Background: an optimization exercise with open tools, aiming at small area and a short achievable clock period. Do not read the settings as production practice.
At most, simulation tests tie the RTL to the original design; equivalence was not proved.
Power is estimated from default activity; no workload was simulated.

==> module processor, before the edit <==
module processor(clock,reset,imem_addr,imem_data,wb_en,wb_addr,wb_data,flags);
input clock,reset;
output [7:0] imem_addr;
input [15:0] imem_data;
output wb_en;
output [2:0] wb_addr;
output [15:0] wb_data;
output [3:0] flags;
reg [7:0] pc;
reg [15:0] ir;
reg [3:0] fl;             
reg [15:0] rf [0:7];
reg [7:0] rv;
reg [15:0] dm [0:9];
reg [9:0] dv;
reg [14:0] hx, hy;       
reg hc;
reg [3:0] alo;            
reg ac4;                  
reg [15:0] lo;
reg hlv;
integer j;
reg [15:0] opa, opb;      
reg s_sum, s_shl, s_shr, s_or, s_and, s_mem, s_lo, s_hi;
wire [3:0] op = ir[3:0];
wire [2:0] rd = ir[6:4];
wire [2:0] f  = ir[15:13];
wire [5:0] c6 = ir[15:10];
wire [15:0] sx = {1'b0, {9{c6[5]}}, c6};
reg nm;                   
wire mulN;
wire fZ = fl[3], fN = nm ? mulN : fl[2], fC = fl[1], fV = fl[0];
wire [15:0] A = opa;
wire [15:0] B = opb;
wire [16:0] sum = {1'b0, A} + {1'b0, B};
wire [16:0] shl = {1'b0, A} << f;
reg [15:0] shr;
integer bi;
always @* for (bi = 0; bi < 16; bi = bi + 1) shr[bi] = shl[15 - bi];
wire addok = (op == 4'd0) & ((f == 3'd0) | ((f == 3'd1) & fN) | ((f == 3'd2) & fZ));
wire [16:0] res = ({17{s_sum}} & sum) | ({17{s_shl}} & shl) | ({17{s_shr}} & {1'b0, shr}) |
                  ({17{s_or}} & {1'b0, A | B}) | ({17{s_and}} & {1'b0, A & B});
wire ahi_p = (A[15:5] == 11'h7ff) | (A[15:5] == 11'h000);
wire ahi_n = A[15] & (A[14:6] == 9'h000);
wire a5ok = (A[5] ^ c6[5]) == (A[4] | c6[4]);
wire ahi0 = (c6[5] ? ahi_n : ahi_p) & a5ok & ~(A[4] ^ c6[4] ^ ac4);
wire [9:0] hit = {10{ahi0}} & (10'd1 << alo);
wire [9:0] msel = 10'd1 << alo;
reg [15:0] mword;
always @* begin
  mword = 16'd0;
  for (j = 0; j < 10; j = j + 1)
    mword = mword | ({16{msel[j] & dv[j]}} & dm[j]) | ({16{msel[j] & ~dv[j]}} & (16'h4000 | j));
end
wire [15:0] mdata = ahi0 ? mword : 16'd0;
wire [31:0] mx, my;
mul16 u_mul(.a(A), .b(B), .x(mx), .y(my));
wire [16:0] P = {1'b0, mx[15:0]} + {1'b0, my[15:0]};    
wire [16:0] hsum2 = {1'b0, hx, hc} + {1'b0, hy, hc};
wire mpz_d = &((mx[31:17] ^ my[31:17]) ~^ (mx[30:16] | my[30:16])) & ~(P[16] ^ mx[16] ^ my[16]);
reg mpz;
assign mulN = mpz & lo[15];
wire [15:0] wd = res[15:0] | ({16{s_mem}} & mdata) | ({16{s_lo & hlv}} & lo) |
                 ({16{s_hi & hlv}} & {1'b0, hsum2[16:2]});
wire we = addok | (op == 4'd1) | (op == 4'd2) | (op == 4'd3) | (op == 4'd4) |
          (op == 4'd5) | (op == 4'd6) | (op == 4'd7) | (op == 4'd11) | (op == 4'd12);
wire setfl = addok | (op == 4'd1) | (op == 4'd2) | (op == 4'd3) | (op == 4'd4) | (op == 4'd5);
wire st = (op == 4'd8);
wire mul = (op == 4'd10);
always @(posedge clock) begin
  if (we) rf[rd] <= wd;
  for (j = 0; j < 10; j = j + 1)
    if (st & hit[j]) dm[j] <= B;
  if (mul) begin
    hx <= mx[30:16];
    hy <= my[30:16];
    hc <= P[16];
    mpz <= mpz_d;
    lo <= P[15:0];
  end
end
always @(posedge clock, posedge reset) begin
  if (reset) begin
    rv <= 8'd0;
    dv <= 10'd0;
    hlv <= 1'b0;
  end else begin
    if (we) rv[rd] <= 1'b1;
    for (j = 0; j < 10; j = j + 1)
      if (st & hit[j]) dv[j] <= 1'b1;
    if (mul) hlv <= 1'b1;
  end
end
always @(posedge clock, posedge reset) begin
  if (reset) begin
    fl <= 4'd0;
    nm <= 1'b0;
  end else if (setfl) begin
    fl <= {res == 17'd0, res[16:15] == 2'b01, (op == 4'd0) & res[16], res[16]};
    nm <= 1'b0;
  end else if (mul) begin
    fl <= {(A == 16'd0) | (B == 16'd0), 3'b000};
    nm <= 1'b1;
  end
end
wire [3:0] nop = imem_data[3:0];
wire [2:0] nrs = imem_data[9:7];
wire [2:0] nrt = (nop == 4'd8) ? imem_data[6:4] : imem_data[12:10];
wire [5:0] nc6 = imem_data[15:10];
wire [15:0] nsx = {1'b0, {9{nc6[5]}}, nc6};
wire nimm = (nop == 4'd5) | (nop == 4'd6);
wire nli = (nop == 4'd6);
wire [7:0] sela = {8{~nli}} & rv & (8'd1 << nrs);
wire [7:0] selb = rv & (8'd1 << nrt);
reg [15:0] rA, rB;
always @* begin
  rA = 16'd0;
  rB = 16'd0;
  for (j = 0; j < 8; j = j + 1) begin
    rA = rA | ({16{sela[j]}} & rf[j]);
    rB = rB | ({16{selb[j]}} & rf[j]);
  end
end
wire fwa = we & (rd == nrs) & ~nli;
wire nsr = (nop == 4'd2);
wire [15:0] ra_in = fwa ? wd : rA;
reg [15:0] ra_rev;
always @* for (bi = 0; bi < 16; bi = bi + 1) ra_rev[bi] = ra_in[15 - bi];
wire fwb = we & (rd == nrt);
wire brc = (op == 4'd9) & (((f == 3'd1) & fN) | ((f == 3'd2) & fZ) | ((f == 3'd3) & fV) | ((f == 3'd4) & fC));
wire jmp = (op == 4'd9) & (f == 3'd0);
always @(posedge clock, posedge reset) begin
  if (reset) begin
    pc <= 8'd0;
    ir <= 16'd0;
    s_sum <= 1'b0;            
    s_shl <= 1'b0;
    s_shr <= 1'b0;
    s_or <= 1'b0;
    s_and <= 1'b0;
    s_mem <= 1'b0;
    s_lo <= 1'b0;
    s_hi <= 1'b0;
  end else begin
    ir <= imem_data;
    s_sum <= (nop == 4'd0) | (nop == 4'd5) | (nop == 4'd6);
    s_shl <= (nop == 4'd1);
    s_shr <= (nop == 4'd2);
    s_or <= (nop == 4'd3);
    s_and <= (nop == 4'd4);
    s_mem <= (nop == 4'd7);
    s_lo <= (nop == 4'd11);
    s_hi <= (nop == 4'd12);
    if (jmp) pc <= pc + ir[11:4];
    else if (brc) pc <= ir[11:4];
    else pc <= pc + 8'd1;
  end
end
always @(posedge clock) begin
  opa <= nsr ? ra_rev : ra_in;
  opb <= nimm ? nsx : fwb ? wd : rB;
  {ac4, alo} <= ra_in[3:0] + nsx[3:0];
end
assign imem_addr = pc;
assign wb_en = we;
assign wb_addr = rd;
assign wb_data = wd;
assign flags = {fZ, fN, fC, fV};
endmodule
clock: 11.0 ns
lec_check: 0
abc_clock_period_in_ps: 5000
cap_margin: 20
core_margin: 2
core_utilization: 35
cts_buf_list: sky130_fd_sc_hd__clkbuf_8
cts_cluster_diameter: 60
cts_cluster_size: 16
setup_slack_margin: 5
slew_margin: 20
run.sh (not shown) runs the stock make flow with config.mk's settings and CLKGATE_MAP_FILE= SYNTH_SCRIPT=/design/flow/synth_recipe.tcl, a recipe that flattens the netlist after the stock synthesis.
Next try:
--- a/flow/design.v
+++ b/flow/design.v
@@ -695,8 +695,7 @@
 reg [7:0] rv;
 reg [15:0] dm [0:9];
 reg [9:0] dv;
-reg [14:0] hx, hy;       
-reg hc;
+reg [14:0] hi;
 reg [3:0] alo;            
 reg ac4;                  
 reg [15:0] lo;
@@ -737,13 +736,12 @@
 wire [15:0] mdata = ahi0 ? mword : 16'd0;
 wire [31:0] mx, my;
 mul16 u_mul(.a(A), .b(B), .x(mx), .y(my));
-wire [16:0] P = {1'b0, mx[15:0]} + {1'b0, my[15:0]};    
-wire [16:0] hsum2 = {1'b0, hx, hc} + {1'b0, hy, hc};
-wire mpz_d = &((mx[31:17] ^ my[31:17]) ~^ (mx[30:16] | my[30:16])) & ~(P[16] ^ mx[16] ^ my[16]);
+wire [31:0] P = mx + my;
+wire mpz_d = &((mx[31:17] ^ my[31:17]) ~^ (mx[30:16] | my[30:16])) & ~P[16];
 reg mpz;
 assign mulN = mpz & lo[15];
 wire [15:0] wd = res[15:0] | ({16{s_mem}} & mdata) | ({16{s_lo & hlv}} & lo) |
-                 ({16{s_hi & hlv}} & {1'b0, hsum2[16:2]});
+                 ({16{s_hi & hlv}} & {1'b0, hi});
 wire we = addok | (op == 4'd1) | (op == 4'd2) | (op == 4'd3) | (op == 4'd4) |
           (op == 4'd5) | (op == 4'd6) | (op == 4'd7) | (op == 4'd11) | (op == 4'd12);
 wire setfl = addok | (op == 4'd1) | (op == 4'd2) | (op == 4'd3) | (op == 4'd4) | (op == 4'd5);
@@ -754,9 +752,7 @@
   for (j = 0; j < 10; j = j + 1)
     if (st & hit[j]) dm[j] <= B;
   if (mul) begin
-    hx <= mx[30:16];
-    hy <= my[30:16];
-    hc <= P[16];
+    hi <= P[31:17];
     mpz <= mpz_d;
     lo <= P[15:0];
   end
Setup slack is better by 0.065 ns.
Clock power fell by about 5%.
Worst hold slack is worse by 0.016 ns.
Count of clock-buffer cells in the layout rose by 4.
Global-route usage barely changes.
Power rose by 9.4%.
Only the layout flow was run in the second run of this note; the RTL was not checked for function there.

---

juniper:
Another version of the RTL of processor (not shown whole).
For scale: roughly 2500 cells after synthesis, roughly 50 I/O pins, ~0.029 mm2 of cells after synthesis.
==> module processor, before the edit <==
module processor(clock,reset,imem_addr,imem_data,wb_en,wb_addr,wb_data,flags);
input clock,reset;
output [7:0] imem_addr;
input [15:0] imem_data;
output wb_en;
output [2:0] wb_addr;
output [15:0] wb_data;
output [3:0] flags;
reg [7:0] pc;
reg [15:0] ir;
reg [3:0] fl;             
reg [15:0] rf [0:7];
reg [7:0] rv;
reg [15:0] dm [0:9];
reg [9:0] dv;
reg [14:0] hx, hy;       
reg hc;
reg [15:0] lo;
reg hlv;
reg [15:0] opa, opb;      
reg s_sum, s_shl, s_shr, s_or, s_and, s_mem, s_lo, s_hi;
wire [3:0] op = ir[3:0];
wire [2:0] rd = ir[6:4];
wire [2:0] f  = ir[15:13];
wire [5:0] c6 = ir[15:10];
wire [15:0] sx = {1'b0, {9{c6[5]}}, c6};
reg nm;                   
wire mulN;
wire fZ = fl[3], fN = nm ? mulN : fl[2], fC = fl[1], fV = fl[0];
wire [15:0] A = opa;
wire [15:0] B = opb;
wire [16:0] sum = {1'b0, A} + {1'b0, B};
wire [16:0] shl = {1'b0, A} << f;
reg [15:0] shr;
integer b;
always @* for (b = 0; b < 16; b = b + 1) shr[b] = shl[15 - b];
wire addok = (op == 4'd0) & ((f == 3'd0) | ((f == 3'd1) & fN) | ((f == 3'd2) & fZ));
wire [16:0] res = ({17{s_sum}} & sum) | ({17{s_shl}} & shl) | ({17{s_shr}} & {1'b0, shr}) |
                  ({17{s_or}} & {1'b0, A | B}) | ({17{s_and}} & {1'b0, A & B});
wire [9:0] hit;
genvar k;
generate
  for (k = 0; k < 10; k = k + 1) begin : g_hit
    wire [15:0] kk = k;
    wire [15:0] t = A ^ sx ^ kk;
    wire [15:1] g = (A[14:0] & sx[14:0]) | (A[14:0] & t[14:0]) | (sx[14:0] & t[14:0]);
    assign hit[k] = ~t[0] & ~|(t[15:1] ^ g);
  end
endgenerate
wire ahi0 = &((A[15:5] ^ sx[15:5]) ~^ (A[14:4] | sx[14:4])) & ~sum[4];
reg [15:0] mword;
always @* begin
  case (sum[3:0])
    4'd0: mword = dv[0] ? dm[0] : 16'h4000;
    4'd1: mword = dv[1] ? dm[1] : 16'h4001;
    4'd2: mword = dv[2] ? dm[2] : 16'h4002;
    4'd3: mword = dv[3] ? dm[3] : 16'h4003;
    4'd4: mword = dv[4] ? dm[4] : 16'h4004;
    4'd5: mword = dv[5] ? dm[5] : 16'h4005;
    4'd6: mword = dv[6] ? dm[6] : 16'h4006;
    4'd7: mword = dv[7] ? dm[7] : 16'h4007;
    4'd8: mword = dv[8] ? dm[8] : 16'h4008;
    4'd9: mword = dv[9] ? dm[9] : 16'h4009;
    default: mword = 16'd0;
  endcase
end
wire [15:0] mdata = ahi0 ? mword : 16'd0;
integer j;
wire [31:0] mx, my;
mul16 u_mul(.a(A), .b(B), .x(mx), .y(my));
wire [16:0] P = {1'b0, mx[15:0]} + {1'b0, my[15:0]};    
wire [15:0] hsum = {1'b0, hx} + {1'b0, hy} + hc;
wire mp16 = hc ^ hx[0] ^ hy[0];                         
wire mpz = &((hx[14:1] ^ hy[14:1]) ~^ (hx[13:0] | hy[13:0])) & ~(hx[14] | hy[14]) & ~mp16;
assign mulN = mpz & lo[15];
wire [15:0] wd = res[15:0] | ({16{s_mem}} & mdata) | ({16{s_lo & hlv}} & lo) |
                 ({16{s_hi & hlv}} & {1'b0, hsum[15:1]});
wire we = addok | (op == 4'd1) | (op == 4'd2) | (op == 4'd3) | (op == 4'd4) |
          (op == 4'd5) | (op == 4'd6) | (op == 4'd7) | (op == 4'd11) | (op == 4'd12);
wire setfl = addok | (op == 4'd1) | (op == 4'd2) | (op == 4'd3) | (op == 4'd4) | (op == 4'd5);
wire st = (op == 4'd8);
wire mul = (op == 4'd10);
always @(posedge clock) begin
  if (we) rf[rd] <= wd;
  for (j = 0; j < 10; j = j + 1)
    if (st & hit[j]) dm[j] <= B;
  if (mul) begin
    hx <= mx[30:16];
    hy <= my[30:16];
    hc <= P[16];
    lo <= P[15:0];
  end
end
always @(posedge clock, posedge reset) begin
  if (reset) begin
    rv <= 8'd0;
    dv <= 10'd0;
    hlv <= 1'b0;
  end else begin
    if (we) rv[rd] <= 1'b1;
    for (j = 0; j < 10; j = j + 1)
      if (st & hit[j]) dv[j] <= 1'b1;
    if (mul) hlv <= 1'b1;
  end
end
always @(posedge clock, posedge reset) begin
  if (reset) begin
    fl <= 4'd0;
    nm <= 1'b0;
  end else if (setfl) begin
    fl <= {res == 17'd0, res[16:15] == 2'b01, (op == 4'd0) & res[16], res[16]};
    nm <= 1'b0;
  end else if (mul) begin
    fl <= {(A == 16'd0) | (B == 16'd0), 3'b000};
    nm <= 1'b1;
  end
end
wire [3:0] nop = imem_data[3:0];
wire [2:0] nrs = imem_data[9:7];
wire [2:0] nrt = (nop == 4'd8) ? imem_data[6:4] : imem_data[12:10];
wire [5:0] nc6 = imem_data[15:10];
wire [15:0] nsx = {1'b0, {9{nc6[5]}}, nc6};
wire nimm = (nop == 4'd5) | (nop == 4'd6) | (nop == 4'd7);
wire nli = (nop == 4'd6);
wire [15:0] rA = (rv[nrs] & ~nli) ? rf[nrs] : 16'd0;
wire [15:0] rB = rv[nrt] ? rf[nrt] : 16'd0;
wire fwa = we & (rd == nrs) & ~nli;
wire nsr = (nop == 4'd2);
wire [15:0] ra_in = fwa ? wd : rA;
reg [15:0] ra_rev;
always @* for (b = 0; b < 16; b = b + 1) ra_rev[b] = ra_in[15 - b];
wire fwb = we & (rd == nrt);
wire brc = (op == 4'd9) & (((f == 3'd1) & fN) | ((f == 3'd2) & fZ) | ((f == 3'd3) & fV) | ((f == 3'd4) & fC));
wire jmp = (op == 4'd9) & (f == 3'd0);
always @(posedge clock, posedge reset) begin
  if (reset) begin
    pc <= 8'd0;
    ir <= 16'd0;
    opa <= 16'd0;
    opb <= 16'd0;
    s_sum <= 1'b1;
    s_shl <= 1'b0;
    s_shr <= 1'b0;
    s_or <= 1'b0;
    s_and <= 1'b0;
    s_mem <= 1'b0;
    s_lo <= 1'b0;
    s_hi <= 1'b0;
  end else begin
    ir <= imem_data;
    opa <= nsr ? ra_rev : ra_in;
    opb <= nimm ? nsx : fwb ? wd : rB;
    s_sum <= (nop == 4'd0) | (nop == 4'd5) | (nop == 4'd6);
    s_shl <= (nop == 4'd1);
    s_shr <= (nop == 4'd2);
    s_or <= (nop == 4'd3);
    s_and <= (nop == 4'd4);
    s_mem <= (nop == 4'd7);
    s_lo <= (nop == 4'd11);
    s_hi <= (nop == 4'd12);
    if (jmp) pc <= pc + ir[11:4];
    else if (brc) pc <= ir[11:4];
    else pc <= pc + 8'd1;
  end
end
assign imem_addr = pc;
assign wb_en = we;
assign wb_addr = rd;
assign wb_data = wd;
assign flags = {fZ, fN, fC, fV};
endmodule
==> flow/config.mk <==
export PLATFORM = sky130hd
export DESIGN_NAME = processor
export DESIGN_NICKNAME = processor
export VERILOG_FILES = /design/flow/design.v
export SDC_FILE = /design/flow/constraint.sdc
export NUM_CORES = 4
export LEC_CHECK = 0
export ABC_CLOCK_PERIOD_IN_PS = 5000
export CAP_MARGIN = 20
export CORE_MARGIN = 2
export CORE_UTILIZATION = 35
export SETUP_SLACK_MARGIN = 5
export SLEW_MARGIN = 20
==> flow/constraint.sdc <==
create_clock -name core_clock -period 11.0 [get_ports {clock}]
set_input_delay 2.2000 -clock core_clock [delete_from_list [all_inputs] [get_ports {clock}]]
set_output_delay 2.2000 -clock core_clock [all_outputs]
set_load 0.01 [all_outputs]
#### Input delta (violet over juniper)
--- a/flow/design.v
+++ b/flow/design.v
@@ -698,4 +698,6 @@
 reg [14:0] hx, hy;       
 reg hc;
+reg [3:0] alo;            
+reg ac4;                  
 reg [15:0] lo;
 reg hlv;
@@ -720,18 +722,9 @@
 wire [16:0] res = ({17{s_sum}} & sum) | ({17{s_shl}} & shl) | ({17{s_shr}} & {1'b0, shr}) |
                   ({17{s_or}} & {1'b0, A | B}) | ({17{s_and}} & {1'b0, A & B});
-wire [9:0] hit;
-genvar k;
-generate
-  for (k = 0; k < 10; k = k + 1) begin : g_hit
-    wire [15:0] kk = k;
-    wire [15:0] t = A ^ sx ^ kk;
-    wire [15:1] g = (A[14:0] & sx[14:0]) | (A[14:0] & t[14:0]) | (sx[14:0] & t[14:0]);
-    assign hit[k] = ~t[0] & ~|(t[15:1] ^ g);
-  end
-endgenerate
-wire ahi0 = &((A[15:5] ^ sx[15:5]) ~^ (A[14:4] | sx[14:4])) & ~sum[4];
+wire ahi0 = &((A[15:5] ^ sx[15:5]) ~^ (A[14:4] | sx[14:4])) & ~(A[4] ^ sx[4] ^ ac4);
+wire [9:0] hit = {10{ahi0}} & (10'd1 << alo);
 reg [15:0] mword;
 always @* begin
-  case (sum[3:0])
+  case (alo)
     4'd0: mword = dv[0] ? dm[0] : 16'h4000;
     4'd1: mword = dv[1] ? dm[1] : 16'h4001;
@@ -803,5 +796,5 @@
 wire [5:0] nc6 = imem_data[15:10];
 wire [15:0] nsx = {1'b0, {9{nc6[5]}}, nc6};
-wire nimm = (nop == 4'd5) | (nop == 4'd6) | (nop == 4'd7);
+wire nimm = (nop == 4'd5) | (nop == 4'd6);
 wire nli = (nop == 4'd6);
 wire [15:0] rA = (rv[nrs] & ~nli) ? rf[nrs] : 16'd0;
@@ -819,7 +812,5 @@
     pc <= 8'd0;
     ir <= 16'd0;
-    opa <= 16'd0;
-    opb <= 16'd0;
-    s_sum <= 1'b1;
+    s_sum <= 1'b0;            
     s_shl <= 1'b0;
     s_shr <= 1'b0;
@@ -831,6 +822,4 @@
   end else begin
     ir <= imem_data;
-    opa <= nsr ? ra_rev : ra_in;
-    opb <= nimm ? nsx : fwb ? wd : rB;
     s_sum <= (nop == 4'd0) | (nop == 4'd5) | (nop == 4'd6);
     s_shl <= (nop == 4'd1);
@@ -846,4 +835,9 @@
   end
 end
+always @(posedge clock) begin
+  opa <= nsr ? ra_rev : ra_in;
+  opb <= nimm ? nsx : fwb ? wd : rB;
+  {ac4, alo} <= ra_in[3:0] + nsx[3:0];
+end
 assign imem_addr = pc;
 assign wb_en = we;
## What came out
In violet, the total placed cells including tap cells came out 3.7% below the value in juniper.
When violet is measured against juniper, its post-synthesis sequential area ratio turns out 0.61 points higher.
Fraction of met2 tracks used by global routing (lower): violet
juniper has lower transition at the pin with the smallest max-transition slack than violet.
juniper reports its start point of the critical path as opb[0] while violet reports opa[5].
violet: critical path depth 1 below juniper
In the metrics for juniper and violet, the one carrying the lower number of antenna violations at the first check in global routing is juniper.
violet improves on juniper in die footprint.
Static power due to leakage of violet falls short of that of juniper by a little under 10%.
Combinational power, juniper and violet, higher one = juniper.
Cmp violet vs juniper: met3 track demand over resource in global routing higher in violet
No run of this note included a check of the RTL's function; only the layout flow was run.

[port drivers added, routing unchanged]
No port has a modelled driver above. Below, the same layouts with a new extraction and two added sets of constraints. Step 1 (the two cells are an assumption about what drives the block):
set clk [get_ports {clock}]
set_driving_cell -lib_cell sky130_fd_sc_hd__clkbuf_16 $clk
set_driving_cell -lib_cell sky130_fd_sc_hd__buf_2 [delete_from_list [all_inputs] $clk]
Step 2 also shifts input and output timing later by t, the mid clock arrival at the registers, as if the neighbouring blocks saw the same clock. a / b / c = ideal ports / drivers / drivers and shift; a / b = the first two.
run	t (ns)	slack for setup (ns)	hold WS [ns]	worst data-port slew with drivers (ns)	cell pins on the clock port's net
the first run of note 1	0.718	4.992 / 4.929 / 4.580	0.517 / 0.517 / 0.517	0.05	1
the second run of note 1	0.703	5.057 / 5.031 / 4.547	0.501 / 0.501 / 0.501	0.04	1
juniper	0.655	4.760 / 4.697 / 4.772	0.496 / 0.496 / 0.496	0.06	1
violet	0.673	4.857 / 4.791 / 4.701	0.502 / 0.502 / 0.502	0.11	1
After both steps every run listed still meets setup and hold. For the second run of note 1, which loses most, drivers alone change the setup slack by -0.026 ns; drivers and shift together by -0.510 ns.
